Background: an optimization exercise with open tools, aiming at small area. Do not read the settings as production practice.
The RTL was checked by simulation tests, not by an equivalence proof against the original design.
Power is estimated from default activity; no workload was simulated.

==> design.v <==
module hamming84_encoder(
    input  wire [3:0] data_in,
    output wire [7:0] code_out
);
  wire d0 = data_in[0];
  wire d1 = data_in[1];
  wire d2 = data_in[2];
  wire d3 = data_in[3];
  wire p0 = d0 ^ d1 ^ d3;    
  wire p1 = d0 ^ d2 ^ d3;    
  wire p2 = d1 ^ d2 ^ d3;    
  wire [6:0] h = {d3, d2, d1, p2, d0, p1, p0};
  wire p3 = ^h;              
  assign code_out = {p3, h};
endmodule
module hamming84_decoder(
    input  wire [7:0] code_in,         
    output reg  [3:0] data_out,        
    output reg        error_corrected, 
    output reg        double_error     
);
  wire s0 = code_in[0] ^ code_in[2] ^ code_in[4] ^ code_in[6];   
  wire s1 = code_in[1] ^ code_in[2] ^ code_in[5] ^ code_in[6];   
  wire s2 = code_in[3] ^ code_in[4] ^ code_in[5] ^ code_in[6];   
  wire [2:0] syndrome = {s2, s1, s0};   
  wire overall_parity = ^code_in;       
  wire two_bit_err = (syndrome != 3'b000) && (overall_parity == 1'b0);
  wire single_bit_err = overall_parity == 1'b1;
  reg [7:0] corrected;
  always @* begin
    corrected       = code_in;
    error_corrected = 1'b0;
    double_error    = 1'b0;
    if (two_bit_err) begin
      double_error = 1'b1;
    end
    else if (single_bit_err) begin
      if (syndrome != 3'b000) begin
        corrected[syndrome-1] = ~corrected[syndrome-1];
      end else begin
        corrected[7] = ~corrected[7];
      end
      error_corrected = 1'b1;
    end
    data_out = { corrected[6],   
                 corrected[5],   
                 corrected[4],   
                 corrected[2]    
               };
  end
endmodule
module nibble_splitter(
  input  wire [7:0] data_in,      
  output wire [3:0] low_nibble,   
  output wire [3:0] high_nibble   
);
  assign low_nibble  = data_in[3:0];
  assign high_nibble = data_in[7:4];
endmodule
module bit_joiner #(
  parameter LOW_WIDTH  = 4,
  parameter HIGH_WIDTH = 4
) (
  input  wire [LOW_WIDTH-1:0]  low_bits,
  input  wire [HIGH_WIDTH-1:0] high_bits,
  input  wire                  low_ok,
  input  wire                  high_ok,
  output wire 						 join_ok,
  output wire [LOW_WIDTH+HIGH_WIDTH-1:0] data_out
);
assign data_out = (low_ok && high_ok) ? {high_bits, low_bits} : {LOW_WIDTH+HIGH_WIDTH{1'b0}};
assign join_ok = low_ok & high_ok;
endmodule
module uart_sampling_tick #(
    parameter SYS_FREQ  = 50000000,
    parameter BAUD_RATE = 921600,
    parameter CLOCK     = SYS_FREQ/BAUD_RATE,
    parameter SAMPLE    = 32,
	 parameter BAUD_DVSR = (SYS_FREQ * 2 + SAMPLE * BAUD_RATE) / (2 * SAMPLE * BAUD_RATE)
) (
    input wire      clk, reset_n,
    output wire     s_tick
);
    parameter N = $clog2(BAUD_DVSR);
    reg [N-1:0] cnt_reg;
    wire [N-1:0] cnt_next;
    always @(posedge clk or negedge reset_n) begin
        if (~reset_n) begin
            cnt_reg<=0;
        end
        else cnt_reg <= cnt_next;
    end
    assign cnt_next = (cnt_reg == (BAUD_DVSR-1)) ? 0 : (cnt_reg + 1);
    assign s_tick = (cnt_reg == (BAUD_DVSR-1)) ? 1'b1 : 1'b0;
endmodule
module uart_tx #(
  parameter DATA_SIZE       = 8,
            BIT_COUNT_SIZE  = $clog2(DATA_SIZE+1)
  )  (
  input                         clk, s_tick,  
  input                         reset_n, 
  input                         tx_start,  
  input   [DATA_SIZE - 1 : 0]   data_in,  
  output wire                   tx, 
  output wire                   tx_done_tick        
);
reg [DATA_SIZE-1:0]           TX_shift_reg, TX_shift_next; 
reg [BIT_COUNT_SIZE - 1:0]    bit_count; 
reg [4:0]                     sample_count;
reg                           tx_reg;  
wire [BIT_COUNT_SIZE - 1:0]   bit_count_next;
wire [4:0]                    sample_count_next;
wire                          tx_next;
reg                       load_TX_shift_reg;
reg                       inc_bit_count;
reg                       clr_bit_count;
reg                       inc_sample_count;
reg                       clr_sample_count;
reg                       add_start_bit_tx;
reg                       add_data_bit_tx;
reg                       add_stop_bit_tx;
reg                       shift;
reg                       tx_done;
reg [1:0]                 state, next_state;
localparam [1:0] 
  IDLE      = 2'b00,
  START     = 2'b01,
  DATA      = 2'b10,
  STOP      = 2'b11;
always @(posedge clk or negedge reset_n) begin 
  if(~reset_n) begin
    state <= IDLE;
  end
  else if (s_tick) begin
    state <= next_state;
  end
end
always @(posedge clk or negedge reset_n) begin
  if (~reset_n) begin
    bit_count <= 0;
    sample_count <= 0;
    TX_shift_reg <= {(DATA_SIZE){1'b1}};
    tx_reg <= 1'b1;
  end
  else if (s_tick) begin
    bit_count <= bit_count_next;
    sample_count <= sample_count_next;
    TX_shift_reg <= TX_shift_next;
    tx_reg <= tx_next;
  end
end
assign bit_count_next = (clr_bit_count) ? 0 : (inc_bit_count) ? bit_count + 1'b1 : bit_count;
assign sample_count_next = (clr_sample_count) ? 0 : (inc_sample_count) ? sample_count + 1'b1 : sample_count;
assign tx_next = (add_start_bit_tx) ? 1'b0 : (add_data_bit_tx) ? TX_shift_reg[0] : (add_stop_bit_tx) ? 1'b1 : tx_reg;
always @* begin
  if (load_TX_shift_reg) begin
    TX_shift_next = data_in;
  end
  else if (shift) begin
    TX_shift_next = {1'b1,TX_shift_reg[DATA_SIZE-1:1]};
  end
  else begin
    TX_shift_next = TX_shift_reg;
  end
end
assign tx = tx_reg;  
always @* begin 
  inc_sample_count    = 0;
  clr_sample_count    = 0;
  inc_bit_count       = 0;
  clr_bit_count       = 0;
  load_TX_shift_reg   = 0;
  shift               = 0;
  add_start_bit_tx    = 0;
  add_data_bit_tx     = 0;
  add_stop_bit_tx     = 0;
  tx_done             = 0;
  case (state)
    IDLE: begin
      if (tx_start) begin
        load_TX_shift_reg = 1;
        next_state = START;
      end
      else begin
        next_state = IDLE;
      end
    end
    START: begin
      add_start_bit_tx = 1;
      if (sample_count == 5'd15) begin
        clr_sample_count = 1;
        inc_bit_count = 1;
        next_state = DATA;
      end
      else begin
        inc_sample_count = 1;
        next_state = START;
      end
    end
    DATA: begin
      add_data_bit_tx = 1;
      if (sample_count == 5'd15) begin
        clr_sample_count = 1;
        if (bit_count == 4'd8) begin
          clr_bit_count = 1;
          next_state = STOP;
        end
        else begin
          shift = 1;
          inc_bit_count = 1;
          next_state = DATA;
        end
      end
      else begin
        inc_sample_count = 1;
        next_state = DATA;
      end
    end
    STOP: begin
      add_stop_bit_tx = 1;
      if (sample_count == 5'd31) begin
        clr_sample_count = 1;
        tx_done = 1;
        next_state = IDLE;
      end
      else begin
        inc_sample_count = 1;
        next_state = STOP;
      end    
    end
    default : next_state = IDLE;
  endcase
end
assign tx_done_tick = tx_done;  
endmodule 
module uart_rx #(
  parameter DATA_SIZE       = 8,
            BIT_COUNT_SIZE  = $clog2(DATA_SIZE)
  )  (
  input                         clk, s_tick,  
  input                         reset_n, 
  input                         rx,
  input                         rx_start,
  output [DATA_SIZE- 1:0]       data_out,
  output wire                   rx_done_tick       
);
reg [DATA_SIZE-1:0]         RX_shift_reg, RX_shift_next;
reg [BIT_COUNT_SIZE:0]      bit_count;
reg [3:0]                   sample_count;
wire [BIT_COUNT_SIZE:0]     bit_count_next;
wire [3:0]                  sample_count_next;
reg                       load_RX_shift_reg;
reg                       inc_bit_count;
reg                       clr_bit_count;
reg                       inc_sample_count;
reg                       clr_sample_count;
reg                       shift;
reg                       rx_done;
reg [1:0]                 state, next_state;
assign rx_done_tick = rx_done;
localparam [1:0] 
  IDLE      = 2'b00,
  START     = 2'b01,
  DATA      = 2'b10,
  STOP      = 2'b11;
always @(posedge clk or negedge reset_n) begin 
  if(~reset_n) begin
    state <= IDLE;
  end
  else if (s_tick) begin
    state <= next_state;
  end
end
always @(posedge clk or negedge reset_n) begin
  if (~reset_n) begin
    bit_count <= 0;
    sample_count <= 0;
    RX_shift_reg <= 0;
  end
  else if (s_tick) begin
    bit_count <= bit_count_next;
    sample_count <= sample_count_next;
    RX_shift_reg <= RX_shift_next;
  end
end
assign bit_count_next = (clr_bit_count) ? 0 : (inc_bit_count) ? bit_count + 1'b1 : bit_count;
assign sample_count_next = (clr_sample_count) ? 0 : (inc_sample_count) ? sample_count + 1'b1 : sample_count;
always @* begin
  if (load_RX_shift_reg) begin
    RX_shift_next = RX_shift_reg; 
  end
  else if (shift) begin
    RX_shift_next = {rx,RX_shift_reg[DATA_SIZE-1: 1]};
  end
  else begin
    RX_shift_next = RX_shift_reg;
  end
end
assign data_out = RX_shift_reg;  
always @* begin 
  inc_sample_count    = 0;
  clr_sample_count    = 0;
  inc_bit_count       = 0;
  clr_bit_count       = 0;
  load_RX_shift_reg   = 0;
  shift               = 0;
  rx_done             = 0;
  case (state)
    IDLE: begin
      if (~rx_start) begin
        next_state        = IDLE;
      end
      else begin
        if (rx == 1'b0) begin
          next_state      = START;
        end
        else begin
          next_state      = IDLE;
        end
      end
    end
    START: begin
      if (rx == 1'b1) begin  
        clr_sample_count  = 1'b1;
        next_state        = IDLE;
      end
      else begin
        if (sample_count == 4'd7) begin
          clr_sample_count= 1'b1;
          next_state      = DATA;
        end
        else begin
          inc_sample_count = 1;
          next_state      = START;
        end
      end
    end
    DATA: begin
      if (sample_count == 4'd15) begin
        if (bit_count == 4'd8) begin 
            clr_sample_count  = 1'b1;
            clr_bit_count     = 1'b1;
            next_state  = STOP;
        end
        else begin
            shift           = 1;
            inc_bit_count   = 1;
            clr_sample_count= 1;
            next_state      = DATA;
        end
      end
      else begin
        inc_sample_count    = 1;
        next_state        = DATA;
      end
    end
    STOP: begin
      if (sample_count == 4'd15) begin
        clr_sample_count = 1;
        rx_done = 1;
        next_state = IDLE;
      end
      else begin
        inc_sample_count = 1;
        next_state = STOP;
      end
    end
    default : next_state  = IDLE;
  endcase
end
assign rx_done_tick = rx_done;  
endmodule 
module uart_fifo #(
  parameter DATA_SIZE   = 8,
            SIZE_FIFO   = 16,
            ADDR_WIDTH  = $clog2(SIZE_FIFO)
  )  (
  input                             clk, s_tick,
  input                             reset_n, 
  input  [DATA_SIZE - 1 : 0]        w_data,
  input                             wr,
  input                             rd,
  output  [DATA_SIZE - 1 : 0]       r_data,
  output wire                       full,
  output wire                       empty     
);
reg [DATA_SIZE - 1 : 0]   fifo [SIZE_FIFO - 1 : 0];
reg [ADDR_WIDTH -1:0] w_ptr_reg, w_ptr_next, w_ptr_succ;
reg [ADDR_WIDTH -1:0] r_ptr_reg, r_ptr_next, r_ptr_succ;
reg full_reg, full_next;
reg empty_reg, empty_next;
wire wr_en;
always @(posedge clk or negedge reset_n) begin
  if (~reset_n) begin
    w_ptr_reg <= 0;
    r_ptr_reg <= 0;
    full_reg <= 0;
    empty_reg <= 1;
  end
  else if (s_tick) begin
    if (wr_en) fifo[w_ptr_reg] <= w_data;
    w_ptr_reg <= w_ptr_next;
    r_ptr_reg <= r_ptr_next;
    full_reg <= full_next;
    empty_reg <= empty_next;
  end  
end
assign wr_en = wr & (~full_reg | rd);  
assign full = full_reg;
assign empty = empty_reg;
assign r_data = fifo[r_ptr_reg];
always @(*) begin
  w_ptr_succ = w_ptr_reg + 1'b1;
  r_ptr_succ = r_ptr_reg + 1'b1;
  w_ptr_next = w_ptr_reg;
  r_ptr_next = r_ptr_reg;
  full_next = full_reg;
  empty_next = empty_reg;
  case ({wr, rd}) 
    2'b01: begin  
      if (~empty_reg) begin
        r_ptr_next = r_ptr_succ;
        full_next = 0;
        if (r_ptr_succ == w_ptr_reg) empty_next = 1;
      end
    end
    2'b10: begin  
      if (~full_reg) begin
        w_ptr_next = w_ptr_succ;
        empty_next = 0;
        if (w_ptr_succ == r_ptr_reg) full_next = 1;
      end
    end
    2'b11: begin  
      if (empty_reg) begin  
        w_ptr_next = w_ptr_succ;
        empty_next = 0;
      end
      else begin
        w_ptr_next = w_ptr_succ;
        r_ptr_next = r_ptr_succ;
      end
    end
  endcase
end
endmodule 
module uart_fifo_out #(
  parameter DATA_SIZE   = 10,
            SIZE_FIFO   = 16,
            ADDR_WIDTH  = $clog2(SIZE_FIFO)
  )  (
  input                             clk, s_tick,
  input                             reset_n, 
  input  [DATA_SIZE - 1 : 0]        w_data,
  input                             wr,
  input                             rd,
  output  [DATA_SIZE - 1 : 0]       r_data,
  output wire                       full,
  output wire                       empty     
);
reg [DATA_SIZE - 1 : 0]   fifo [SIZE_FIFO - 1 : 0];
reg [ADDR_WIDTH -1:0] w_ptr_reg, w_ptr_next, w_ptr_succ;
reg [ADDR_WIDTH -1:0] r_ptr_reg, r_ptr_next, r_ptr_succ;
reg full_reg, full_next;
reg empty_reg, empty_next;
wire wr_en;
always @(posedge clk or negedge reset_n) begin
  if (~reset_n) begin
    w_ptr_reg <= 0;
    r_ptr_reg <= 0;
    full_reg <= 0;
    empty_reg <= 1;
  end
  else if (s_tick) begin
    if (wr_en) fifo[w_ptr_reg] <= w_data;
    w_ptr_reg <= w_ptr_next;
    r_ptr_reg <= r_ptr_next;
    full_reg <= full_next;
    empty_reg <= empty_next;
  end  
end
assign wr_en = wr & (~full_reg | rd);  
assign full = full_reg;
assign empty = empty_reg;
assign r_data = fifo[r_ptr_reg];
always @(*) begin
  w_ptr_succ = w_ptr_reg + 1'b1;
  r_ptr_succ = r_ptr_reg + 1'b1;
  w_ptr_next = w_ptr_reg;
  r_ptr_next = r_ptr_reg;
  full_next = full_reg;
  empty_next = empty_reg;
  case ({wr, rd}) 
    2'b01: begin  
      if (~empty_reg) begin
        r_ptr_next = r_ptr_succ;
        full_next = 0;
        if (r_ptr_succ == w_ptr_reg) empty_next = 1;
      end
    end
    2'b10: begin  
      if (~full_reg) begin
        w_ptr_next = w_ptr_succ;
        empty_next = 0;
        if (w_ptr_succ == r_ptr_reg) full_next = 1;
      end
    end
    2'b11: begin  
      if (empty_reg) begin  
        w_ptr_next = w_ptr_succ;
        empty_next = 0;
      end
      else begin
        w_ptr_next = w_ptr_succ;
        r_ptr_next = r_ptr_succ;
      end
    end
  endcase
end
endmodule 
module uart_trans #(
  parameter DATA_SIZE       = 8,
            SIZE_FIFO       = 16,
            SYS_FREQ        = 50000000,
            BAUD_RATE       = 115200, 
            SAMPLE          = 16,
            BAUD_DVSR       = SYS_FREQ/(SAMPLE*BAUD_RATE)
  )  (
  input 	  							trans,
  input                       clk               ,   
  input                       reset_n           ,   
  input       [DATA_SIZE-1:0] bus_data_in       ,   
  output                      tx                ,   
  output      [2:0]           TX_status_register,
  output								wait_request,
  output reg waiting_nibble,
  output								s_tick
);
wire [DATA_SIZE-1:0] tx_data_in;
wire                 tx_done, tx_full, tx_empty;
reg  [3:0]           sub_highlow;     
wire  [DATA_SIZE-1:0] sub_bus_data;    
reg                  highOrLow;       
reg                  fifo_tx_wr;      
wire						tx_start;
wire	[DATA_SIZE-1:0] data_to_be_mod;			
wire [3:0] low_in, high_in;
assign tx_start = !tx_empty;
nibble_splitter splitter (
  .data_in     (bus_data_in),
  .low_nibble  (low_in),
  .high_nibble (high_in)
);
hamming84_encoder en_tx (
  .data_in  (sub_highlow),
  .code_out (sub_bus_data)
);
uart_sampling_tick #(
  .SYS_FREQ  (SYS_FREQ),
  .BAUD_RATE (BAUD_RATE),
  .SAMPLE    (SAMPLE),
  .BAUD_DVSR (BAUD_DVSR)
) uart_sampling_tick_inst (
  .clk      (clk),
  .reset_n  (reset_n),
  .s_tick   (s_tick)
);
uart_tx #(
  .DATA_SIZE (DATA_SIZE)
) uart_tx_inst (
  .clk          (clk),
  .s_tick       (s_tick),
  .reset_n      (reset_n),
  .tx_start     (tx_start),
  .data_in      (tx_data_in),
  .tx           (tx),
  .tx_done_tick (tx_done)
);
uart_fifo #(
  .DATA_SIZE (DATA_SIZE),
  .SIZE_FIFO (SIZE_FIFO)
) uart_fifo_tx (
  .clk     (clk),
  .s_tick  (s_tick),
  .reset_n (reset_n),
  .w_data  (sub_bus_data),
  .r_data  (tx_data_in),  
  .wr      (fifo_tx_wr),
  .rd      (tx_done),
  .full    (tx_full),
  .empty   (tx_empty)
);
always @(posedge clk or negedge reset_n) begin
  if (!reset_n) 
  begin
    highOrLow   <= 0;
    fifo_tx_wr  <= 0;
    sub_highlow <= 0;
	 waiting_nibble <= 1;
  end 
  else
		begin
			if (waiting_nibble == 0)
				waiting_nibble <= 1;
			if(s_tick) 
				begin
				 fifo_tx_wr <= 0;  
				 if (!tx_full&&trans) 
					 begin
						if (!highOrLow) 
							begin
							  sub_highlow <= low_in;
							  fifo_tx_wr  <= 1;
							  highOrLow   <= 1;  
							end 
						else 
							begin
							  sub_highlow <= high_in;
							  fifo_tx_wr  <= 1;
							  highOrLow   <= 0;  
							  waiting_nibble <= 0;
							end
						end
					end
		end
end
assign wait_request = (trans && waiting_nibble) || tx_full;
assign TX_status_register = {tx_done, tx_empty, tx_full};
endmodule
module uart_re#(
  parameter DATA_SIZE       = 8,
            SIZE_FIFO       = 16,
            BIT_COUNT_SIZE  = $clog2(DATA_SIZE+1),
            SYS_FREQ        = 50000000,
            BAUD_RATE       = 115200, 
            CLOCK           = SYS_FREQ/BAUD_RATE,
            SAMPLE          = 16,
            BAUD_DVSR       = SYS_FREQ/(SAMPLE*BAUD_RATE)
  )  (
  input                       clk               ,
  input                       reset_n           ,
  input                       rx                ,
  input								read_en,
  output      [7:0]           out_rx             ,
  output		reg  [7:0]				real_output,
  output      [2:0]           RX_status_register,
  output      [7:0]           rx_data_out,
  output      [3:0]           sub_low_de1,
  output      [3:0]           sub_high_de1,
  output 	  [7:0]           mstate,
  output 	[9:0]				dout,
  output   dout_empty,
  output   wire double_error,
  output   wire error_corrected,
  output      h_ok,
  output 	  l_ok,
  output			join_ok,
  output			s_tick,
  output			wait_request,
  output reg wait_req,
	output reg read_latch
);
wire [DATA_SIZE-1:0] bus_data_out;
wire                 rx_done;
wire                 rx_full;
wire                 rx_empty;
reg                  fifo_rx_rd;
reg [7:0] real_output_reg;
wire double_error_l, double_error_h,  error_corrected_l, error_corrected_h;
reg  [7:0]	         bus_data_out_high;
reg  [7:0]	         bus_data_out_low;
wire  [3:0]           sub_low_de;
wire  [3:0]           sub_high_de;
assign sub_low_de1 = sub_low_de;
assign sub_high_de1 = sub_high_de;
reg  [1:0]           state;
reg low_ok;
reg high_ok;
assign h_ok = high_ok;
assign l_ok = low_ok;
assign double_error = double_error_h || double_error_l;
assign error_corrected = error_corrected_h||error_corrected_l;
assign outrx = out_rx;
assign RX_status_register = {rx_done, rx_empty, rx_full};
wire [9:0] data_in_fifo;
reg condition;
uart_sampling_tick #(
  .SYS_FREQ   (SYS_FREQ),
  .BAUD_RATE  (BAUD_RATE),
  .CLOCK      (CLOCK),
  .SAMPLE     (SAMPLE),
  .BAUD_DVSR  (BAUD_DVSR)
) uart_sampling_tick_inst (
  .clk      (clk),
  .reset_n  (reset_n),
  .s_tick   (s_tick)
);
uart_rx #(
  .DATA_SIZE (DATA_SIZE)
) uart_rx_inst (
  .clk          (clk),
  .s_tick       (s_tick),
  .reset_n      (reset_n),
  .rx_start     (~rx_full),
  .rx           (rx),
  .data_out     (rx_data_out),
  .rx_done_tick (rx_done)
);
uart_fifo #(
  .DATA_SIZE (DATA_SIZE),
  .SIZE_FIFO (SIZE_FIFO)
) uart_fifo_rx (
  .clk     (clk),
  .s_tick  (s_tick),
  .reset_n (reset_n),
  .w_data  (rx_data_out),
  .r_data  (bus_data_out),
  .wr      (rx_done),
  .rd      (fifo_rx_rd),
  .full    (rx_full),
  .empty   (rx_empty)
);
hamming84_decoder rx_high (
  .code_in  (bus_data_out_high),
  .data_out (sub_high_de),
  .error_corrected (error_corrected_h),
  .double_error (double_error_h)
);
hamming84_decoder rx_low (
  .code_in  (bus_data_out_low),
  .data_out (sub_low_de),
  .error_corrected (error_corrected_l),
  .double_error (double_error_l)
);
bit_joiner join_rx (
  .high_ok	 (high_ok),
  .low_ok	 (low_ok),
  .low_bits  (sub_low_de),
  .high_bits (sub_high_de),
  .data_out  (out_rx),
  .join_ok (join_ok)
);
uart_fifo_out #(
  .DATA_SIZE (10),
  .SIZE_FIFO (SIZE_FIFO)
) uart_fifo_out (
  .clk     (clk),
  .s_tick  (s_tick),
  .reset_n (reset_n),
  .w_data  (data_in_fifo),
  .r_data  (dout),
  .wr      (join_ok),
  .rd      (wait_req),
  .full    (),
  .empty   (dout_empty)
);
always @(posedge clk or negedge reset_n) begin
  if (!reset_n) 
	  begin
		 fifo_rx_rd    <= 0;
		 state         <= 4;
		 wait_req 		<= 0;
		 read_latch <= 0;
		 low_ok <= 0;
		 high_ok <= 0;
		 bus_data_out_low <= 0;
		 bus_data_out_high <= 0;
	  end 
  else
	  begin
			if (read_en)
				read_latch <= 1;
				wait_req <= read_latch;	
		  if(s_tick)  
			begin
				read_latch <= 0;
				 fifo_rx_rd <= 0;
				 if (join_ok) 
					 begin 
						 low_ok<=0;high_ok<=0; state <= 0; 
						 bus_data_out_low<=0;
						 bus_data_out_high<=0;
					 end
				 case (state)
					0: begin
					  if (!rx_empty) 
						  begin
							 fifo_rx_rd     <= 1;
							 bus_data_out_low <= bus_data_out;
							 low_ok <=1;
							 state          <= 1;
						  end
						end
					1: begin
					 if(rx_done) 
						 begin 
							state      <= 2;
						 end
						end
					2: begin
					  if (!rx_empty) 
						  begin
								fifo_rx_rd     <= 1;
								bus_data_out_high <= bus_data_out;
								high_ok <=1;
								state          <= 3;
						  end
					end
					3: begin
							state       <= 4;  
						end
				 endcase
			  end
		end
end
assign mstate = state;
	assign wait_request = (read_en && wait_req);
	assign data_in_fifo = {double_error,error_corrected,out_rx};
endmodule
module uart_secded_top (
  input        clk,
  input        reset_n,              
  input        trans,
  input  [7:0] bus_data_in,
  output       tx,
  output [2:0] tx_status,            
  output       wait_request_write,
  input        rx,
  input        read_en,
  output [2:0] rx_status,            
  output       wait_request_read,
  output [9:0] rx_dout,              
  output       rx_valid              
);
  reg  [4:0] tcnt;
  wire       tick = (tcnt == 5'd19);
  always @(posedge clk or negedge reset_n)
    if (!reset_n) tcnt <= 5'd0;
    else          tcnt <= tick ? 5'd0 : {tcnt[3:0], ~(tcnt[4] ^ tcnt[2])};
  function [3:0] db4(input [3:0] q);
    db4 = {q[2:0], q[3] ^ q[2] ^ (q[2:0] == 3'd0)};
  endfunction
  reg       hol;           
  reg       twr;           
  reg [3:0] nib;
  wire      tx_full, tx_empty, tx_done;
  wire      take = tick & trans & ~tx_full;
  always @(posedge clk or negedge reset_n)
    if (!reset_n) begin
      hol <= 1'b0;
      twr <= 1'b0;
    end else begin
      if (tick) twr <= trans & ~tx_full;
      if (take) hol <= ~hol;
    end
  always @(posedge clk)
    if (take) nib <= hol ? bus_data_in[7:4] : bus_data_in[3:0];
  wire wn = (tcnt == 5'd0) & twr & ~hol;
  assign wait_request_write = (trans & ~wn) | tx_full;
  reg [63:0] tr;
  reg [3:0]  trp;
  reg [4:0]  tcnt_q;           
  wire       tfull  = tcnt_q[4];
  wire       tempty = (tcnt_q == 5'd0);
  wire       tpush = twr & (~tfull | tx_done);
  wire       tpop  = tx_done;         
  wire       tins  = tpush & (tcnt_q[3:0] == ~trp);
  always @(posedge clk)
    tr <= {tr[59:0], tins ? nib : tr[63:60]};
  always @(posedge clk or negedge reset_n)
    if (!reset_n) begin
      trp <= 4'd0; tcnt_q <= 5'd0;
    end else begin
      trp <= trp + {2'd0, tick & tpop, ~(tick & tpop)};
      if (tick & (tpush ^ tpop)) tcnt_q <= tpush ? tcnt_q + 5'd1 : tcnt_q - 5'd1;
    end
  assign tx_full  = tfull;
  assign tx_empty = tempty;
  reg [3:0] tph, tsc;
  reg       txr;
  reg       txbit;
  wire       t_idle  = (tph == 4'd0);
  wire       t_start = (tph == 4'd5);
  wire       t_stop  = (tph[3:1] == 3'd7);
  wire       t_data  = ~t_idle & ~t_start & ~t_stop;
  wire       t_end   = (tsc == 4'd8);
  assign tx_done = (tph == 4'd15) & t_end;
  wire [3:0] hd = tr[63:60];
  reg  [3:0] cmask;
  always @*
    case (tph[2:0])
      3'd6:    cmask = 4'b1011;    
      3'd7:    cmask = 4'b1101;    
      3'd0:    cmask = 4'b0001;    
      3'd1:    cmask = 4'b1110;    
      3'd2:    cmask = 4'b0010;    
      3'd3:    cmask = 4'b0100;    
      3'd4:    cmask = 4'b1000;    
      default: cmask = 4'b0111;    
    endcase
  always @(posedge clk)
    if (t_data & (trp == 4'd15)) txbit <= ^(hd & cmask);
  always @(posedge clk or negedge reset_n)
    if (!reset_n) begin
      tph <= 4'd0; tsc <= 4'd0; txr <= 1'b1;
    end else if (tick) begin
      if (t_idle) begin
        tph <= tempty ? 4'd0 : 4'd5;
        tsc <= 4'd0;
      end else begin
        if (t_end) tph <= tph + 4'd1;
        tsc <= db4(tsc);
      end
      txr <= ~t_start & (~t_data | txbit);
    end
  assign tx        = txr;
  assign tx_status = {tx_done, tx_empty, tx_full};
  reg [3:0] rph, rsc;
  reg [7:0] rsh;
  wire      r_idle  = (rph == 4'd0);
  wire      r_start = (rph == 4'd5);
  wire      r_end   = (rsc == 4'd8);
  wire      rx_done = (rph == 4'd15) & r_end;
  always @(posedge clk or negedge reset_n)
    if (!reset_n) begin
      rph <= 4'd0; rsc <= 4'd10;
    end else if (tick) begin
      if (r_idle | r_start & rx) begin
        rph <= r_idle & ~rx ? 4'd5 : 4'd0;
        rsc <= 4'd10;
      end else begin
        if (r_end) rph <= rph + 4'd1;
        rsc <= db4(rsc);
      end
    end
  always @(posedge clk)
    if (tick & r_end & (rph >= 4'd6) & (rph <= 4'd13)) rsh <= {rx, rsh[7:1]};
  wire s0 = rsh[0] ^ rsh[2] ^ rsh[4] ^ rsh[6];
  wire s1 = rsh[1] ^ rsh[2] ^ rsh[5] ^ rsh[6];
  wire s2 = rsh[3] ^ rsh[4] ^ rsh[5] ^ rsh[6];
  wire [2:0] syn = {s2, s1, s0};
  wire par = ^rsh;
  wire de  = (syn != 3'd0) & ~par;
  wire ec  = par;
  wire [3:0] dd = {rsh[6] ^ (par & (syn == 3'd7)),
                   rsh[5] ^ (par & (syn == 3'd6)),
                   rsh[4] ^ (par & (syn == 3'd5)),
                   rsh[2] ^ (par & (syn == 3'd3))};
  reg       d2;            
  wire      d1 = r_idle & (rsc == 4'd0);
  reg       hph;           
  reg [5:0] lo;            
  always @(posedge clk or negedge reset_n)
    if (!reset_n) begin
      d2 <= 1'b0; hph <= 1'b0;
    end else if (tick) begin
      d2 <= d1;
      if (d1) hph <= ~hph;
    end
  always @(posedge clk)
    if (tick & d1 & ~hph) lo <= {de, ec, dd};
  wire       join_ok = d2 & ~hph;
  wire [9:0] wdata   = {de | lo[5], ec | lo[4], dd, lo[3:0]};
  assign rx_status = {rx_done, ~(d1 | d2), 1'b0};
  reg rlatch, wreq;
  always @(posedge clk or negedge reset_n)
    if (!reset_n) begin
      rlatch <= 1'b0; wreq <= 1'b0;
    end else begin
      rlatch <= ~tick & (read_en | rlatch);
      wreq   <= rlatch;
    end
  assign wait_request_read = read_en & wreq;
  reg [139:0] orr;
  reg [9:0]   hd_q, nx_q;
  reg [4:0]   ocnt;            
  reg [3:0]   rwp, rrp;        
  reg         nfetch, opend;
  wire        ofull  = ocnt[4];
  wire        oempty = (ocnt == 5'd0);
  wire        opush  = join_ok & (~ofull | wreq);
  wire        opop   = wreq & ~oempty;
  wire        c0     = oempty;
  wire        c1     = (ocnt == 5'd1);
  wire        c2     = (ocnt == 5'd2);
  wire        rpush  = opush & ~c0 & ~c1;
  wire        ntap   = (rrp == 4'd11);
  wire        fetch  = nfetch & ntap;
  wire        pref   = join_ok & (c0 | c1) & ntap;
  wire        ins_ok = ~(nfetch & (rrp == 4'd13));
  wire        oins   = ins_ok & ((join_ok & ~ofull & (rwp == 4'd13)) | (opend & (rwp == 4'd0)));
  always @(posedge clk)
    orr <= {orr[129:0], oins ? wdata : orr[139:130]};
  always @(posedge clk) begin
    if (tick & (opop | c0)) hd_q <= nx_q;
    if (fetch | pref)       nx_q <= orr[119:110];
  end
  function [3:0] inc14(input [3:0] p, input two);
    case (p)
      4'd12:   inc14 = two ? 4'd0 : 4'd13;
      4'd13:   inc14 = two ? 4'd1 : 4'd0;
      default: inc14 = p + (two ? 4'd2 : 4'd1);
    endcase
  endfunction
  always @(posedge clk or negedge reset_n)
    if (!reset_n) begin
      ocnt <= 5'd0; rwp <= 4'd0; rrp <= 4'd0; nfetch <= 1'b0; opend <= 1'b0;
    end else begin
      rwp <= inc14(rwp, tick & rpush);
      rrp <= inc14(rrp, fetch);
      if (tick & opop & ~c1 & ~(c2 & ~opush)) nfetch <= 1'b1;
      else if (fetch)                         nfetch <= 1'b0;
      if (tick & join_ok & ofull & wreq)         opend <= 1'b1;
      else if (ins_ok & (rwp == 4'd0))           opend <= 1'b0;
      if (tick) ocnt <= ocnt + {4'd0, opush & ~opop} - {4'd0, opop & ~opush};
    end
  assign rx_dout  = hd_q;
  assign rx_valid = ~oempty;
endmodule
==> flow/run.sh <==
#!/bin/bash
# The standard ORFS layout (standard.sh), with three changes:
#  * synthesis maps with an area-oriented ABC script (flow/abc_area.script)
#    in place of ORFS's speed script; everything else in synthesis is
#    unchanged, so the registers are those of the standard synthesis;
#    adders are left to ABC too (no ORFS adder cell mapping);
#  * port buffers are sky130_fd_sc_hd__buf_1;
#  * the clock tree is built from clkbuf_4 cells in clusters of up to 12
#    sinks, without dummy loads.
# Each tool's output is in orfs/logs/...; make's output is in standard.log.
set -euo pipefail
HERE=$(pwd)
rm -rf "$HERE/scripts"
cp -r "$FLOW_HOME/scripts" "$HERE/scripts"
cp "$HERE/flow/abc_area.script" "$HERE/scripts/abc_speed.script"
export SCRIPTS_DIR="$HERE/scripts"
export ADDER_MAP_FILE=
export BUFFER_PORTS_ARGS="-buffer_cell sky130_fd_sc_hd__buf_1"
export CTS_ARGS="-sink_clustering_enable -repair_clock_nets -buf_list sky130_fd_sc_hd__clkbuf_4 -root_buf sky130_fd_sc_hd__clkbuf_4 -tree_buf sky130_fd_sc_hd__clkbuf_4 -sink_clustering_size 12 -sink_clustering_max_diameter 45 -dont_use_dummy_load"
bash standard.sh > standard.log 2>&1
==> flow/abc_area.script <==
&get -n
&st
&syn2
&dch
&nf -R 1000 -p -a -F 8 -A 8
&put
topo
dnsize -c
==> standard.sh <==
#!/bin/bash
# synth_recipe.tcl (not shown) runs the flow's synth.tcl, then flattens the netlist and writes it again
# the make line also repeats each setting of config.mk as NAME=value (left out here)
make -C /OpenROAD-flow-scripts/flow DESIGN_CONFIG=/design/flow/config.mk WORK_HOME=/design/flow/orfs CLKGATE_MAP_FILE= SYNTH_SCRIPT=/design/flow/synth_recipe.tcl "${@:-finish}"
==> config.mk <==
export PLATFORM = sky130hd
export DESIGN_NAME = uart_secded_top
export DESIGN_NICKNAME = uart_secded_top
export VERILOG_FILES = /design/flow/design.v
export SDC_FILE = /design/flow/constraint.sdc
export NUM_CORES = 4
export LEC_CHECK = 0
export CAP_MARGIN = 20
export CORE_MARGIN = 2
export CORE_UTILIZATION = 65
export PLACE_DENSITY = 0.75
export SLEW_MARGIN = 20
==> constraint.sdc <==
create_clock -name core_clock -period 20.0 [get_ports {clk}]
set_input_delay 4.0000 -clock core_clock [delete_from_list [all_inputs] [get_ports {clk}]]
set_output_delay 4.0000 -clock core_clock [all_outputs]
set_load 0.01 [all_outputs]
==> results of run 1 <==
==> placed cells by master, fill, tap and decap left out, types with 2 or more instances in the layout <==
| master | count |
|---|---|
| dfxtp_1 | 204 |
| dfrtp_1 | 49 |
| edfxtp_1 | 39 |
| nor2_1 | 38 |
| nand2_1 | 37 |
| buf_1 | 30 |
| clkbuf_4 | 29 |
| a21oi_1 | 25 |
| xnor2_1 | 25 |
| o21ai_0 | 17 |
| xor2_1 | 16 |
| mux2_1 | 16 |
| nand3_1 | 12 |
| nor3_1 | 11 |
| nor4_1 | 6 |
| nor2b_1 | 6 |
| a31oi_1 | 6 |
| nand2b_1 | 6 |
| and2_0 | 5 |
| clkinv_1 | 4 |
| nor3b_1 | 4 |
| a22o_1 | 4 |
| a21o_1 | 3 |
| a211oi_1 | 3 |
| buf_4 | 3 |
| dfstp_2 | 3 |
| and4_1 | 2 |
| or4_1 | 2 |
| nor4b_1 | 2 |
| nand3b_1 | 2 |
| and3_1 | 2 |
| nand4_1 | 2 |
| o22a_1 | 2 |
| nand4b_1 | 2 |
| mux2i_1 | 2 |
==> layout make-up <==
class	instances	share of cell area
clock buffer	29	0.02473
inverter	4	0.001706
multi-input combinational	268	0.1880
sequential	295	0.7452
tap	172	0.02445
timing repair buffer	34	0.01592
==> where the power goes <==
| part | total (µW) | leakage (µW) | internal (µW) | switching [µW] |
|---|---|---|---|---|
| Combinational | 6.73 | 0.000717 | 2.57 | 4.16 |
| Clock | 228 | 0.000133 | 66.7 | 161 |
| Sequential | 603 | 0.00264 | 601 | 1.75 |
| Total | 837 | 0.00349 | 670 | 167 |
==> Yosys cell counts, types with 3 or more instances <==
master and count:
dfxtp_1 204, dfrtp_1 49, edfxtp_1 39, nor2_1 39, nand2_1 37, a21oi_1 25
xnor2_1 25, o21ai_0 17, mux2_1 16, xor2_1 16, nand3_1 12, nor3_1 11
a31oi_1 6, nand2b_1 6, nor2b_1 6, nor4_1 6, and2_0 5, buf_4 5
a22o_1 4, clkinv_1 4, nor3b_1 4, a211oi_1 3, a21o_1 3, dfstp_2 3
==> layer usage <==
layer	up-vias	routed length (µm)	global-route usage
met5	-	0	0
met4	0	350	0.06980
met3	34	662	0.04892
met2	89	5449	0.2929
met1	1924	5240	0.2461
li1	2066	-	-
==> per-stage QoR <==
| stage | setup slack (ns) | cell area, µm² | hold WS, ns |
|---|---|---|---|
| 2_1_floorplan | 11.83 | 8273 | 0.3096 |
| 3_3_place_gp | 11.65 | 8583 | 0.3104 |
| 3_5_place_dp | 11.64 | 8583 | 0.3121 |
| 4_1_cts | 11.64 | 8801 | 0.2846 |
| 5_1_grt | 11.59 | 8803 | 0.2919 |
| 6_report | 11.64 | 8803 | 0.3173 |
==> kinds of logic after synthesis <==
logic type | after synthesis | synth area share
simple gates | 142 | 0.08394
compound gates | 66 | 0.04779
xor+xnor | 41 | 0.04341
buf+inv | 11 | 0.007260
other cells | 1 | 0.0004533
flops | 295 | 0.7930
mux | 18 | 0.02420
==> worst max-delay path: stages <==
cell    delay, ns
buf_1        0.09
and2_0       0.13
buf_1        0.15
==> state kept, by name, indices dropped and copies added, names as in the netlist, 5 cells and up <==
register / cells
orr: 140
tr: 64
hd_q: 10
nx_q: 10
rsh: 8
lo: 6
ocnt: 5
tcnt: 5
tcnt_q: 5
==> worst paths after layout <==
path,from,end,slack [ns],cells past startpoint
worst max-delay path,read_en,wait_request_read,11.64,3
worst min-delay path,orr[53]$_DFF_P_,orr[63]$_DFF_P_,0.32,0
min in group asynchronous,reset_n,hol$_DFFE_PN0P_,3.45,2
worst min register to register,orr[53]$_DFF_P_,orr[63]$_DFF_P_,0.32,0
worst max register to register,tph[1]$_DFFE_PN0P_,tr[2]$_DFF_P_,17.05,5
max in group asynchronous,reset_n,rrp[2]$_DFF_PN0_,16.05,2
==> summary.txt, run 1 <==
status complete, no violations; Async S/R FF share, synth 0.1763; Total Power approximately 840 µW; number of remaining DRC errors 0; EDFF count, synth 39; total of max-cap violations 0; io pins 33; Area Overhead vs Synth 6.413%; synthesized area per cell 14.41 µm²; placed cells 773; Worst EP arrival 4.36 ns; Crit. End Element output port; WL per Instance 14.59 µm; area of the mapped netlist a little over 8000 µm²; CTS Buf Count 29; vias 4,113; Post-Route Skew 0.05786 ns; vias in the first global route 4,135; max_slew headroom 0.3695; IO Port Bufs 31; cts repair resizes 0; initial antenna violation count 1; fillcell total 863; CTS tree yes; sequential fraction of the synthesis area 0.7930; Distinct cells, synth 43; grt ovf 0; synth warn 1; dominant cells by area after synthesis dfxtp_1, dfrtp_1, edfxtp_1, xnor2_1, mux2_1; Final Hold Viols 0; RD Place Congestion between 0.7 and 0.8; Die ar. 13,650 µm²; Routed WL approximately 12,000 µm; largest net degree at the start of global routing 53; total negative slack 0 ns; die height 116.8 µm; CP Class input pin to output port; drt initial violations 232; final core utilization 0.7033; CTS sink cnt around 300; power density over cell area 95.11 nW/µm²; Via density 5.128; Non-Filler Instances 802; clock buffer depth 3; peak supply drop 0.00006381 V; Starting Density 0.6609; ANT nets after route 0; gr usage total 0.1840; row cnt 41; startpoint types input pin; CP Max Fanout 2; CTS Hold Bufs 0; FF+latch count, synth around 300; RSZ-0062 raised after global routing no; syn nets 587; Pleak 0.003491 µW; diode count 0; setup repair bufs after CTS 0; detailed-placement wirelength estimate 7447 µm; H-Tree Depth 1; Fmax about 120 MHz; crit path time final 8.365 ns; DIE WIDTH 116.8 µm; Most used DFF post-synth dfxtp_1; Worst Path Required 16.00 ns; Clk Latency, worst-skew pair 0.66 ns; CTS root buf clkbuf_4; Final period util 0.4182; global-route wire length before repair 19,690 µm; Synth area leader dfxtp_1; Seq. cell area 6560 µm²; layout cells sized above 1 0.05873; Tightest Pin Transition approximately 0.94 ns; area of the multi-input gates 1655 µm²; # setup viols final 0; max-slew violation count 0; Syn Inst Count 574; Layout Nets 645; area of the core 12,520 µm²; clk slew on worst S/H paths 0.11 ns; worst min-delay path category register to register; Synth top area share 0.4936; drt pass-1 iters 4
==> run 2: changes to the inputs <==
--- a/design.v
+++ b/design.v
@@ -902,17 +902,14 @@
     if (t_data & (trp == 4'd15)) txbit <= ^(hd & cmask);
   always @(posedge clk or negedge reset_n)
     if (!reset_n) begin
-      tph <= 4'd0; tsc <= 4'd0; txr <= 1'b1;
+      tph <= 4'd0; txr <= 1'b1;
     end else if (tick) begin
-      if (t_idle) begin
-        tph <= tempty ? 4'd0 : 4'd5;
-        tsc <= 4'd0;
-      end else begin
-        if (t_end) tph <= tph + 4'd1;
-        tsc <= db4(tsc);
-      end
+      if (t_idle)     tph <= tempty ? 4'd0 : 4'd5;
+      else if (t_end) tph <= tph + 4'd1;
       txr <= ~t_start & (~t_data | txbit);
     end
+  always @(posedge clk)
+    if (tick) tsc <= t_idle ? 4'd0 : db4(tsc);
   assign tx        = txr;
   assign tx_status = {tx_done, tx_empty, tx_full};
   reg [3:0] rph, rsc;
==> summary.txt, run 2 <==
CTS Hold Bufs 0; Synth top area share 0.4956; GR peak layer met2; Non-Filler Instances between 700 and 800; area of the core 12,520 µm²; CTS tree yes; io pins 33; synthesized area per cell 14.72 µm²; diode count 0; Synth Area in Simple Gates 0.07759; Crit. End Element output port; Tightest Pin Transition roughly 1 ns; RD Place Congestion 0.7863; Worst Path Required about 16 ns; synth warn 1; reg2reg path depth 5; row cnt 41; CP max-delay cell buf_1; area of the multi-input gates about 1600 µm²; Synth Area in XOR/XNOR 0.04358; Distinct cells, synth 44; # setup viols final 0; main combinational cell family by area after synthesis simple AND/OR/NAND/NOR gates; R2R Setup Slk approximately 17 ns; WL per Instance ~14 µm; top-count cell post-synth dfxtp_1; CP Max Fanout 2; drt pass-1 iters 4; initial antenna violation count 0; Biggest register orr; vias 4,061; crit-path max cell delay 0.15 ns; Compound-Gate Fraction of Synth Area 0.04737; IO Port Bufs 31; total negative slack 0 ns; Routed WL 11,090 µm; Synth area leader dfxtp_1; FF+latch count, synth 295; die height 116.6 µm; mux cell area share after synthesis 0.02429; Worst EP arrival 4.36 ns; Global Route met3 Usage 0.03736; max reg flops 140; dominant cells by area after synthesis dfxtp_1, edfxtp_1, dfrtp_1, xor2_1, mux2_1; GR Layer Usage met2 0.2674; Fmax between 100 and 150 MHz; most frequent CP cell buf_1; most common cell after layout, fill and taps aside dfxtp_1; fillcell total 908; start point of the critical path read_en; gr usage total 0.1726; Area Overhead vs Synth 6.559%; clk slew on worst S/H paths 0.11 ns; number of remaining DRC errors 0; crit path time final roughly 8.4 ns; total of max-cap violations 0; largest registers orr x140, tr x64; top cells by count, synth dfxtp_1, dfrtp_1, edfxtp_1; EDFF count, synth 43; Pleak approximately 0.0035 µW; adder-cell area share of the yosys netlist 0; CTS sink cnt 295; syn nets roughly 570; max-slew violation count 0; Clk Latency, worst-skew pair 0.63 ns; Async S/R FF share, synth 0.1627; crit path capture wait_request_read; Min Hold Slack 0.3035 ns; Post-Route Skew 0.04320 ns; CTS Buf Count 30; clock buffer depth 3; setup repair bufs after CTS 0; Via density 5.147; sequential fraction of the synthesis area 0.7985; R2R Path End nib[1]$_DFFE_PP_; largest net degree at the start of global routing 49; CP Class input pin to output port; Hold Crit Depth 0; peak supply drop 0.00006112 V; ANT nets after route 0; most frequent cells in the layout dfxtp_1, dfrtp_1, edfxtp_1, nor2_1, clkbuf_4; power density over cell area 95.19 nW/µm²; grt ovf 0; Starting Density 0.6583; Seq. cell area 6580 µm²; Die ar. around 14,000 µm²; RSZ-0062 raised after global routing no; global-route wire length before repair 18,550 µm; Final Hold Viols 0; cts repair resizes 0; placed cells between 700 and 800; status complete, no violations; startpoint types input pin; detailed-placement wirelength estimate 7077 µm; grt met1 use 0.2521; Most used DFF post-synth dfxtp_1; H-Tree Depth 1; Layout Nets 632; max_slew headroom 0.3436; final core utilization 0.7015; layout cells sized above 1 0.06159; CTS root buf clkbuf_4; Syn Inst Count 560; worst path cell trace buf_1 > and2_0 > buf_1; Final period util 0.4182; drt initial violations 224; worst r2r src tcnt[2]$_DFF_PN0_; DIE WIDTH 116.6 µm; area of the mapped netlist 8240 µm²; worst min-delay path category register to register; vias in the first global route 3,895
run 2: cell types whose count changed in the layout (fill, tap and decap cells not counted), moves of 3 or more:
cell      delta
xnor2_1      -7
a21oi_1      -5
xor2_1       +7
a22o_1       -4
nor2b_1      +3
dfrtp_1      -4
nand3_1      -5
nand2_1     -13
o211ai_1     +3
edfxtp_1     +4
run 2: worst min path at each step:
stage,from,endpoint,slack [ns]
after floorplan,orr[90]$_DFF_P_,orr[100]$_DFF_P_,0.31
after global placement,orr[8]$_DFF_P_,orr[18]$_DFF_P_,0.31
after detailed placement,orr[9]$_DFF_P_,orr[19]$_DFF_P_,0.31
after CTS,orr[11]$_DFF_P_,orr[21]$_DFF_P_,0.30
after global routing,orr[11]$_DFF_P_,orr[21]$_DFF_P_,0.31
final,orr[11]$_DFF_P_,orr[21]$_DFF_P_,0.30
run 2: logic make-up after synthesis:
logic type,count (synthesis)
compound gates,63
other cells,1
simple gates,129
mux,18
flops,295
buf+inv,13
xor+xnor,41
run 2: metal layers:
metal	wire length, µm	up-vias
li1	-	2015
met1	5419	1947
met2	5014	80
met3	453	19
met4	204	0
met5	0	-
run 2: final cells by class:
cell class                 count  area share
tap                          172     0.02451
clock buffer                  30     0.02565
inverter                       6    0.002565
multi-input combinational    252      0.1817
timing repair buffer          34     0.01624
sequential                   295      0.7494
run 2: metrics by stage:
stage / worst slack (ns) / area [µm²] / power, µW
final: 11.64 / 8781 / 835.8
after CTS: 11.63 / 8778 / 847.0
after floorplan: 11.83 / 8240 / 619.2
after detailed placement: 11.64 / 8553 / 622.9
after global placement: 11.65 / 8551 / 622.5
after global routing: 11.59 / 8781 / 872.4
run 2: power by group:
part,total (µW),switching (µW),internal [µW]
clock network,226,157,69.0
logic,6.07,3.84,2.23
registers,604,1.54,602
run 2: critical path: cells and delay by family:
family,cells,cell delay [ns]
buffers and inverters,2,0.24
AND/OR/NAND/NOR,1,0.13
==> run 3: changes to the inputs <==
--- a/flow/run.sh
+++ b/flow/run.sh
@@ -16,5 +16,5 @@
 export SCRIPTS_DIR="$HERE/scripts"
 export ADDER_MAP_FILE=
 export BUFFER_PORTS_ARGS="-buffer_cell sky130_fd_sc_hd__buf_1"
-export CTS_ARGS="-sink_clustering_enable -repair_clock_nets -buf_list sky130_fd_sc_hd__clkbuf_4 -root_buf sky130_fd_sc_hd__clkbuf_4 -tree_buf sky130_fd_sc_hd__clkbuf_4 -sink_clustering_size 12 -sink_clustering_max_diameter 45 -dont_use_dummy_load"
+export CTS_ARGS="-sink_clustering_enable -repair_clock_nets -buf_list sky130_fd_sc_hd__clkbuf_4 -root_buf sky130_fd_sc_hd__clkbuf_4 -tree_buf sky130_fd_sc_hd__clkbuf_4 -sink_clustering_size 12 -sink_clustering_max_diameter 40 -dont_use_dummy_load"
 bash standard.sh > standard.log 2>&1
==> summary.txt, run 3 <==
die height 116.6 µm; most common cell after layout, fill and taps aside dfxtp_1; max_slew headroom 0.3437; synthesized area per cell 14.72 µm²; clk slew on worst S/H paths 0.10 ns; Starting Density 0.6583; Routed WL 11,240 µm; combinational share of power 0.007; Non-Filler Instances 795; IO Port Bufs 31; placed cells 759; most frequent CP cell buf_1; sequential fraction of the synthesis area 0.7985; CTS Buf Count 34; Via density 5.128; drt pass-1 iters 4; CTS root buf clkbuf_4; Final period util 0.4182; status complete, no violations; max reg flops 140; gr usage total 0.1800; vias 4,077; RSZ-0062 raised after global routing no; startpoint types input pin; Most used DFF post-synth dfxtp_1; Biggest register orr; Crit. End Element output port; CP max-delay cell buf_1; Pleak 0.003480 µW; Area Overhead vs Synth 6.985%; row cnt between 40 and 50; ANT nets after route 0; setup repair bufs after CTS 0; most frequent cells in the layout dfxtp_1, dfrtp_1, edfxtp_1, nor2_1, clkbuf_4; CP Class input pin to output port; Seq. cell area 6580 µm²; global-route wire length before repair 18,850 µm; sw frac 0.1961; cts repair resizes 0; Worst Path Required around 16 ns; Net Sw Power 166.7 µW; io pins 33; syn nets 573; area of the core 12,520 µm²; clock network power share 0.283; largest registers orr x140, tr x64; clock buffer depth 3; CTS Hold Bufs 0; Layout Nets 636; sequential group share of total power 0.710; CTS sink cnt a little under 300; Distinct cells, synth 44; fillcell total 900; vias in the first global route slightly below 4,000; RD Place Congestion 0.7863; top-count cell post-synth dfxtp_1; drt initial violations 209; Total Power 850.0 µW; Worst EP arrival 4.36 ns; DIE WIDTH 116.6 µm; peak supply drop just over 0.00006 V; Tightest Pin Transition 0.9754 ns; internal power just under 700 µW; number of remaining DRC errors 0; synth warn 1; WL per Instance 14.14 µm; initial antenna violation count 1; H-Tree Depth 2; Post-Route Skew 0.06156 ns; grt ovf 0; Synth area leader dfxtp_1; max-slew violation count 0; layout cells sized above 1 0.06763; crit path time final ~8.4 ns; area of the multi-input gates 1595 µm²; Final Hold Viols 0; dominant cells by area after synthesis dfxtp_1, edfxtp_1, dfrtp_1, xor2_1, mux2_1; worst min-delay path category register to register; largest net degree at the start of global routing 49; crit-path max cell delay 0.15 ns; power density over cell area 96.41 nW/µm²; CP Max Fanout 2; Syn Inst Count 560; Die ar. 13,590 µm²; Async S/R FF share, synth 0.1627; EDFF count, synth 43; worst path cell trace buf_1 > and2_0 > buf_1; Clk Latency, worst-skew pair 0.60 ns; area of the mapped netlist 8240 µm²; CTS tree yes; total of max-cap violations 0; detailed-placement wirelength estimate 7077 µm; setup ws final roughly 12 ns; # setup viols final 0; top cells by count, synth dfxtp_1, dfrtp_1, edfxtp_1; Fmax 119.6 MHz; total negative slack 0 ns; Synth top area share 0.4956; dpl ws 11.64 ns; FF+latch count, synth 295
[run 3: cell count changes in the layout (fill, tap and decap cells not counted)]
| cell | previous run | this run |
|---|---|---|
| diode_2 | 0 | 2 |
| clkbuf_4 | 31 | 35 |
[run 3: final cells by class]
| cell class | instances | area share |
|---|---|---|
| sequential | 295 | 0.7464 |
| inverter | 6 | 0.002555 |
| multi-input combinational | 252 | 0.1810 |
| clock buffer | 34 | 0.02895 |
| antenna | 2 | 0.0005677 |
| timing repair buffer | 34 | 0.01618 |
| tap | 172 | 0.02441 |
[run 3: path summary, 6_finish.rpt]
kind	start	to	slack (ns)	depth (start not counted)
setup / recovery	read_en	wait_request_read	11.64	3
hold / removal	orr[125]$_DFF_P_	orr[135]$_DFF_P_	0.31	0
setup reg to reg	tcnt[2]$_DFF_PN0_	nib[3]$_DFFE_PP_	17.12	5
hold reg to reg	orr[125]$_DFF_P_	orr[135]$_DFF_P_	0.31	0
max in group asynchronous	reset_n	opend$_DFFE_PN0P_	16.06	1
min in group asynchronous	reset_n	tcnt[2]$_DFF_PN0_	3.45	1
[run 3: routing by layer]
layer | vias to the layer above | track usage | wire [µm]
li1 | 2018 | - | -
met1 | 1957 | 0.2548 | 5471
met2 | 80 | 0.2674 | 5002
met3 | 22 | 0.05345 | 552
met4 | 0 | 0.06745 | 216
met5 | - | 0 | 0
[run 3: kinds of logic (layout without fill, tap and decap cells)]
logic type | count (synthesis) | count (layout) | synth area share
xor gates and xnor gates | 41 | 41 | 0.04358
DFF | 295 | 295 | 0.7985
and+or+nand+nor | 129 | 129 | 0.07759
AOI/OAI and AO/OA | 63 | 63 | 0.04738
buffers and inverters | 13 | 74 | 0.008200
muxes | 18 | 18 | 0.02429
other | 1 | 3 | 0.0004551
[run 3: critical path, delay by kind of cell]
kind / cells / cell delay [ns]
buffers and inverters: 2 / 0.24
and+or+nand+nor: 1 / 0.13
[run 3: power groups by stage]
stage | Sequential (µW) | Clock [µW] | Combinational [µW]
2_1_floorplan | 616 | 0 | 2.88
4_1_cts | 604 | 253 | 6.24
5_1_grt | 604 | 277 | 7.04
3_3_place_gp | 617 | 0 | 5.86
6_report | 603 | 240 | 6.10
3_5_place_dp | 617 | 0 | 6.19
[run 3: stage by stage]
step | utilization | area (µm²) | hold WS [ns]
CTS | 0.7037 | 8808 | 0.2937
global route | 0.7043 | 8816 | 0.3049
global placement | 0.6831 | 8551 | 0.3103
detailed placement | 0.6833 | 8553 | 0.3121
finish | 0.7043 | 8816 | 0.3065
floorplan | - | 8240 | 0.3096
==> run 4: changes to the inputs <==
--- a/design.v
+++ b/design.v
@@ -970,16 +970,16 @@
   assign wait_request_read = read_en & wreq;
   reg [139:0] orr;
   reg [9:0]   hd_q, nx_q;
-  reg [4:0]   ocnt;            
+  reg [4:0]   ocnt;
   reg [3:0]   rwp, rrp;        
   reg         nfetch, opend;
-  wire        ofull  = ocnt[4];
+  wire        ofull  = (ocnt == 5'd23);
   wire        oempty = (ocnt == 5'd0);
   wire        opush  = join_ok & (~ofull | wreq);
   wire        opop   = wreq & ~oempty;
   wire        c0     = oempty;
   wire        c1     = (ocnt == 5'd1);
-  wire        c2     = (ocnt == 5'd2);
+  wire        c2     = (ocnt == 5'd3);
   wire        rpush  = opush & ~c0 & ~c1;
   wire        ntap   = (rrp == 4'd11);
   wire        fetch  = nfetch & ntap;
@@ -1009,7 +1009,8 @@
       else if (fetch)                         nfetch <= 1'b0;
       if (tick & join_ok & ofull & wreq)         opend <= 1'b1;
       else if (ins_ok & (rwp == 4'd0))           opend <= 1'b0;
-      if (tick) ocnt <= ocnt + {4'd0, opush & ~opop} - {4'd0, opop & ~opush};
+      if (tick & opush & ~opop) ocnt <= {ocnt[3:0], ~(ocnt[4] ^ ocnt[2])};
+      if (tick & opop & ~opush) ocnt <= {~(ocnt[0] ^ ocnt[3]), ocnt[4:1]};
     end
   assign rx_dout  = hd_q;
   assign rx_valid = ~oempty;
--- a/flow/run.sh
+++ b/flow/run.sh
@@ -1,13 +1,12 @@
 #!/bin/bash
-# The standard ORFS layout (standard.sh), with three changes:
+# The standard ORFS layout (standard.sh), with these changes:
 #  * synthesis maps with an area-oriented ABC script (flow/abc_area.script)
 #    in place of ORFS's speed script; everything else in synthesis is
 #    unchanged, so the registers are those of the standard synthesis;
 #    adders are left to ABC too (no ORFS adder cell mapping);
 #  * port buffers are sky130_fd_sc_hd__buf_1;
 #  * the clock tree is built from clkbuf_4 cells in clusters of up to 12
-#    sinks, without dummy loads.
-# Each tool's output is in orfs/logs/...; make's output is in standard.log.
+#    sinks, without dummy loads;
 set -euo pipefail
 HERE=$(pwd)
 rm -rf "$HERE/scripts"
==> summary.txt, run 4 <==
Async S/R FF share, synth 0.1627; grt ovf 0; cts repair resizes 0; die height between 100 and 150 µm; RD Place Congestion roughly 0.81; Worst Path Required approximately 16 ns; synthesized area per cell 14.61 µm²; most common cell after layout, fill and taps aside dfxtp_1; diode count 0; CP Class input pin to output port; ANT nets after route 0; synth warn 1; largest net degree at the start of global routing between 40 and 50; Biggest register orr; final core utilization 0.7062; vias 4,074; top cells by count, synth dfxtp_1, dfrtp_1, nor2_1; RSZ-0062 raised after global routing no; Tightest Pin Transition 1.051 ns; peak supply drop 0.00006829 V; Clk Latency, worst-skew pair 0.57 ns; top-count cell post-synth dfxtp_1; H-Tree Depth 2; row cnt a little over 40; Syn Inst Count approximately 560; Final Hold Viols 0; Via density 5.118; number of remaining DRC errors 0; startpoint types input pin; status complete, no violations; detailed-placement wirelength estimate approximately 7000 µm; gr usage total 0.1771; Fmax about 120 MHz; drt initial violations ~210; Distinct cells, synth 41; drt pass-1 iters 5; CTS sink cnt 295; Final period util 0.4178; FF+latch count, synth 295; total of max-cap violations 0; Synth top area share 0.4964; Synth area leader dfxtp_1; io pins 33; CTS Buf Count 34; IO Port Bufs 31; crit path time final 8.355 ns; CTS tree yes; EDFF count, synth 43; power density over cell area slightly below 100 nW/µm²; Die ar. 13,570 µm²; Layout Nets 639; worst min-delay path category register to register; syn nets 576; total negative slack 0 ns; # setup viols final 0; Most used DFF post-synth dfxtp_1; most frequent cells in the layout dfxtp_1, nor2_1, dfrtp_1, edfxtp_1, clkbuf_4; CP Max Fanout 2; sequential fraction of the synthesis area 0.7997; Worst EP arrival approximately 4.4 ns; largest registers orr x140, tr x64; Post-Route Skew 0.07354 ns; max reg flops 140; vias in the first global route 4,052; area of the mapped netlist 8228 µm²; max-slew violation count 0; Routed WL 10,890 µm; CTS root buf clkbuf_4; DIE WIDTH 116.5 µm; dominant cells by area after synthesis dfxtp_1, edfxtp_1, dfrtp_1, xnor2_1, mux2_1; Area Overhead vs Synth 6.995%; max_slew headroom 0.2946; WL per Instance 13.68 µm; clock buffer depth 3; CTS Hold Bufs 0; Starting Density 0.6600; Pleak roughly 0.0034 µW; layout cells sized above 1 0.06891; clk slew on worst S/H paths 0.11 ns; global-route wire length before repair 18,840 µm; area of the core 12,470 µm²; Crit. End Element output port; initial antenna violation count 0; setup repair bufs after CTS 0
## run 4: cell count changes after synthesis, sizes merged, moves of 4 or more
cell   delta
nand2     +6
xor2     -13
xnor2    +10
nor4      +4
nor3      -4
nor2      +4
## run 4: final timing paths
check / from / endpoint / slack [ns] / cells after the start
worst max-delay path: read_en / wait_request_read / 11.64 / 3
worst min-delay path: orr[13]$_DFF_P_ / orr[23]$_DFF_P_ / 0.26 / 0
worst max register to register: tcnt[2]$_DFF_PN0_ / ocnt[3]$_DFFE_PN0P_ / 16.98 / 7
worst min register to register: orr[13]$_DFF_P_ / orr[23]$_DFF_P_ / 0.26 / 0
max in group asynchronous: reset_n / rwp[3]$_DFF_PN0_ / 16.02 / 2
min in group asynchronous: reset_n / tcnt[1]$_DFF_PN0_ / 3.52 / 2
## run 4: worst max-delay path, cell delays in order
cell and delay [ns]:
buf_1 0.08, and2_0 0.12, buf_1 0.15
## run 4: area by class of cell
class / count / area [µm²]
fill: 867 / 3662
clock buffer: 34 / 255.2
tap: 172 / 215.2
multi-input combinational: 257 / 1598
inverter: 4 / 15.01
timing repair buffer: 34 / 140.1
sequential: 295 / 6580
## run 4: through the flow
step	area, µm²	setup WS (ns)	hold slack, ns	instances	total power (µW)
6_report	8803	11.64	0.2610	796	847.9
5_1_grt	8803	11.60	0.2520	796	886.9
4_1_cts	8793	11.64	0.2603	796	859.6
3_5_place_dp	8538	11.64	0.3121	762	623.4
3_3_place_gp	8538	11.65	0.3097	762	622.9
2_1_floorplan	8228	11.83	0.3096	563	619.5
## run 4: cell families (layout without fill, tap and decap cells)
group,count (synthesis),in the layout,synth area share
AOI/OAI and AO/OA,60,60,0.04289
xor gates and xnor gates,38,38,0.04045
other,1,1,0.0004558
buffers and inverters,11,72,0.007300
DFF,295,295,0.7997
muxes,19,19,0.02555
and+or+nand+nor,139,139,0.08364
## run 4: where the power goes
part / switching, µW / total (µW) / internal [µW]
Clock: 159 / 238 / 79.1
Combinational: 4.14 / 6.65 / 2.50
Sequential: 1.52 / 604 / 602
Total: 164 / 848 / 684
## run 4: layer usage
| metal | GRT usage | up-vias | wire length (µm) | share of wire |
|---|---|---|---|---|
| met3 | 0.04359 | 17 | 460 | 0.042 |
| met1 | 0.2378 | 1952 | 5160 | 0.47 |
| met5 | 0 | - | 0 | 0 |
| met4 | 0.06746 | 0 | 164 | 0.015 |
| li1 | - | 2027 | - | - |
| met2 | 0.2833 | 78 | 5107 | 0.47 |
==> run 5: changes to the inputs <==
--- a/flow/run.sh
+++ b/flow/run.sh
@@ -15,5 +15,5 @@
 export SCRIPTS_DIR="$HERE/scripts"
 export ADDER_MAP_FILE=
 export BUFFER_PORTS_ARGS="-buffer_cell sky130_fd_sc_hd__buf_1"
-export CTS_ARGS="-sink_clustering_enable -repair_clock_nets -buf_list sky130_fd_sc_hd__clkbuf_4 -root_buf sky130_fd_sc_hd__clkbuf_4 -tree_buf sky130_fd_sc_hd__clkbuf_4 -sink_clustering_size 12 -sink_clustering_max_diameter 40 -dont_use_dummy_load"
+export CTS_ARGS="-sink_clustering_enable -repair_clock_nets -buf_list sky130_fd_sc_hd__clkbuf_4 -root_buf sky130_fd_sc_hd__clkbuf_4 -tree_buf sky130_fd_sc_hd__clkbuf_4 -sink_clustering_buffer sky130_fd_sc_hd__clkbuf_16 -sink_clustering_size 40 -sink_clustering_max_diameter 60 -dont_use_dummy_load"
 bash standard.sh > standard.log 2>&1
==> summary.txt, run 5 <==
status complete, no violations; EDFF count, synth 43; global-route wire length before repair 18,420 µm; vias 3,970; Synth area leader dfxtp_1; RD Place Congestion a little over 0.8; max_slew headroom 0.2938; WL per Instance about 14 µm; vias in the first global route 3,835; most frequent cells in the layout dfxtp_1, nor2_1, dfrtp_1, edfxtp_1; H-Tree Depth 1; largest registers orr x140, tr x64; synthesized area per cell 14.61 µm²; CTS sink cnt 295; Routed WL 10,920 µm; CTS Hold Bufs 0; top-count cell post-synth dfxtp_1; crit path time final about 8.4 ns; most common cell after layout, fill and taps aside dfxtp_1; total of max-cap violations 0; sequential fraction of the synthesis area 0.7997; Final period util 0.4177; DRT met1 WL slightly above 5000 µm; Fmax 119.7 MHz; total negative slack 0 ns; Tightest Pin Transition 1.052 ns; synth warn 1; CTS tree yes; setup repair bufs after CTS 0; top cells by count, synth dfxtp_1, dfrtp_1, nor2_1; power density over cell area approximately 100 nW/µm²; Biggest register orr; dominant cells by area after synthesis dfxtp_1, edfxtp_1, dfrtp_1, xnor2_1, mux2_1; layout cells sized above 1 0.03967; row cnt 41; worst min-delay path category register to register; Crit. End Element output port; Area Overhead vs Synth 7.816%; Die ar. 13,570 µm²; Via density 5.109; IO Port Bufs 31; drt initial violations between 200 and 250; Most used DFF post-synth dfxtp_1; met3 WL post-DR 352 µm; io pins 33; ANT nets after route 0; number of remaining DRC errors 0; cts repair resizes 0; syn nets 576; Worst Path Required between 15 and 20 ns; area of the mapped netlist 8228 µm²; Post-Route Skew about 0.065 ns; Synth top area share 0.4964; detailed-placement wirelength estimate about 7000 µm; Pleak 0.003432 µW; Async S/R FF share, synth 0.1627; peak supply drop between 0.00008 and 0.00009 V; Worst EP arrival about 4.4 ns; max reg flops 140; largest net degree at the start of global routing 49; Distinct cells, synth 41; # setup viols final 0; DR top layer met4; RSZ-0062 raised after global routing no; initial antenna violation count 0; CTS Buf Count 15; clock buffer depth 3; die height approximately 120 µm; CP Max Fanout 2; area of the core 12,470 µm²; max-slew violation count 0; Clk Latency, worst-skew pair 0.65 ns; DR WL met2 5106 µm; Min Hold Slack ~0.3 ns; Syn Inst Count 563; Starting Density 0.6600; CP Class input pin to output port; Final Hold Viols 0; FF+latch count, synth 295; Layout Nets 620; clk slew on worst S/H paths approximately 0.11 ns; diode count 0; startpoint types input pin; DIE WIDTH 116.5 µm; gr usage total 0.1715; CTS root buf clkbuf_4; drt pass-1 iters 4; grt ovf 0
[run 5: worst paths after layout]
kind,from,slack (ns),to,cells after the start
max,read_en,11.65,wait_request_read,3
min,orr[58]$_DFF_P_,0.30,orr[68]$_DFF_P_,0
max reg2reg,tcnt[2]$_DFF_PN0_,17.00,ocnt[3]$_DFFE_PN0P_,7
min reg2reg,orr[58]$_DFF_P_,0.30,orr[68]$_DFF_P_,0
max in group asynchronous,reset_n,16.11,rrp[2]$_DFF_PN0_,2
min in group asynchronous,reset_n,3.45,tph[0]$_DFFE_PN0P_,2
[run 5: stage by stage]
step                      utilization  area, µm²  worst slack [ns]  cells  power (µW)
after floorplan                     -       8228             11.83    563       619.5
after global placement         0.6849       8538             11.65    762       622.9
after detailed placement       0.6849       8538             11.64    762       623.4
after CTS                      0.7108       8861             11.64    777       890.1
after global routing           0.7116       8871             11.60    777       912.8
final                          0.7116       8871             11.65    777       883.7
[run 5: critical path, cell delays in order]
cell	delay (ns)
buf_1	0.08
and2_0	0.12
buf_1	0.15
[run 5: power by group]
| part | switching [µW] | internal [µW] |
|---|---|---|
| Sequential | 1.56 | 602 |
| Combinational | 4.15 | 2.50 |
| Clock | 161 | 113 |
| Total | 166 | 717 |
[run 5: final cells by class]
type	instances	area, µm²
inverters	4	15.01
flip-flops and latches	295	6580
well taps	172	215.2
multi-input cells	257	1598
repair buffers	34	140.1
clock buffers	15	322.8
fillers	842	3595
[run 5: routing by layer]
layer,GRT usage,up-vias
met1,0.2361,1898
met4,0.05079,0
met5,0,-
met2,0.2853,62
met3,0.02854,23
li1,-,1987
[run 5: logic make-up (layout without fill, tap and decap cells)]
group                  after synthesis  in the layout  synth area share
other                                1              1         0.0004558
buffers and inverters               11             53          0.007300
flip-flops                         295            295            0.7997
AND/OR/NAND/NOR                    139            139           0.08364
multiplexers                        19             19           0.02555
XOR/XNOR                            38             38           0.04045
AO/OA/AOI/OAI                       60             60           0.04289

==> separate check: timing with driven ports <==
No port has a modelled driver above. Below, the same layouts with a new extraction and two added sets of constraints.
Step 1 (the two cells are an assumption about what drives the block):
set clk [get_ports {clk}]
set_driving_cell -lib_cell sky130_fd_sc_hd__clkbuf_16 $clk
set_driving_cell -lib_cell sky130_fd_sc_hd__buf_2 [delete_from_list [all_inputs] $clk]
Step 2 also shifts input and output timing later by t, the mid clock arrival at the registers, as if the neighbouring blocks saw the same clock.
Slacks: no drivers / after step 1 / after step 2; pairs: no drivers / after step 1.
run | shift t [ns] | setup WS [ns] | hold WS [ns] | latest minus earliest clock arrival (ns)
run 1 | 0.662 | 11.635 / 11.612 / 11.612 | 0.317 / 0.317 / 0.317 | 0.058 / 0.058
run 2 | 0.637 | 11.637 / 11.610 / 11.610 | 0.303 / 0.303 / 0.303 | 0.043 / 0.043
run 3 | 0.611 | 11.637 / 11.610 / 11.610 | 0.306 / 0.306 / 0.306 | 0.062 / 0.062
run 4 | 0.569 | 11.645 / 11.613 / 11.613 | 0.261 / 0.261 / 0.261 | 0.073 / 0.074
run 5 | 0.648 | 11.647 / 11.619 / 11.619 | 0.302 / 0.302 / 0.302 | 0.065 / 0.066
After both steps setup and hold are still met in every run listed. The setup slack of run 4, which loses most, moves by -0.032 ns with the drivers and by -0.032 ns with both steps.
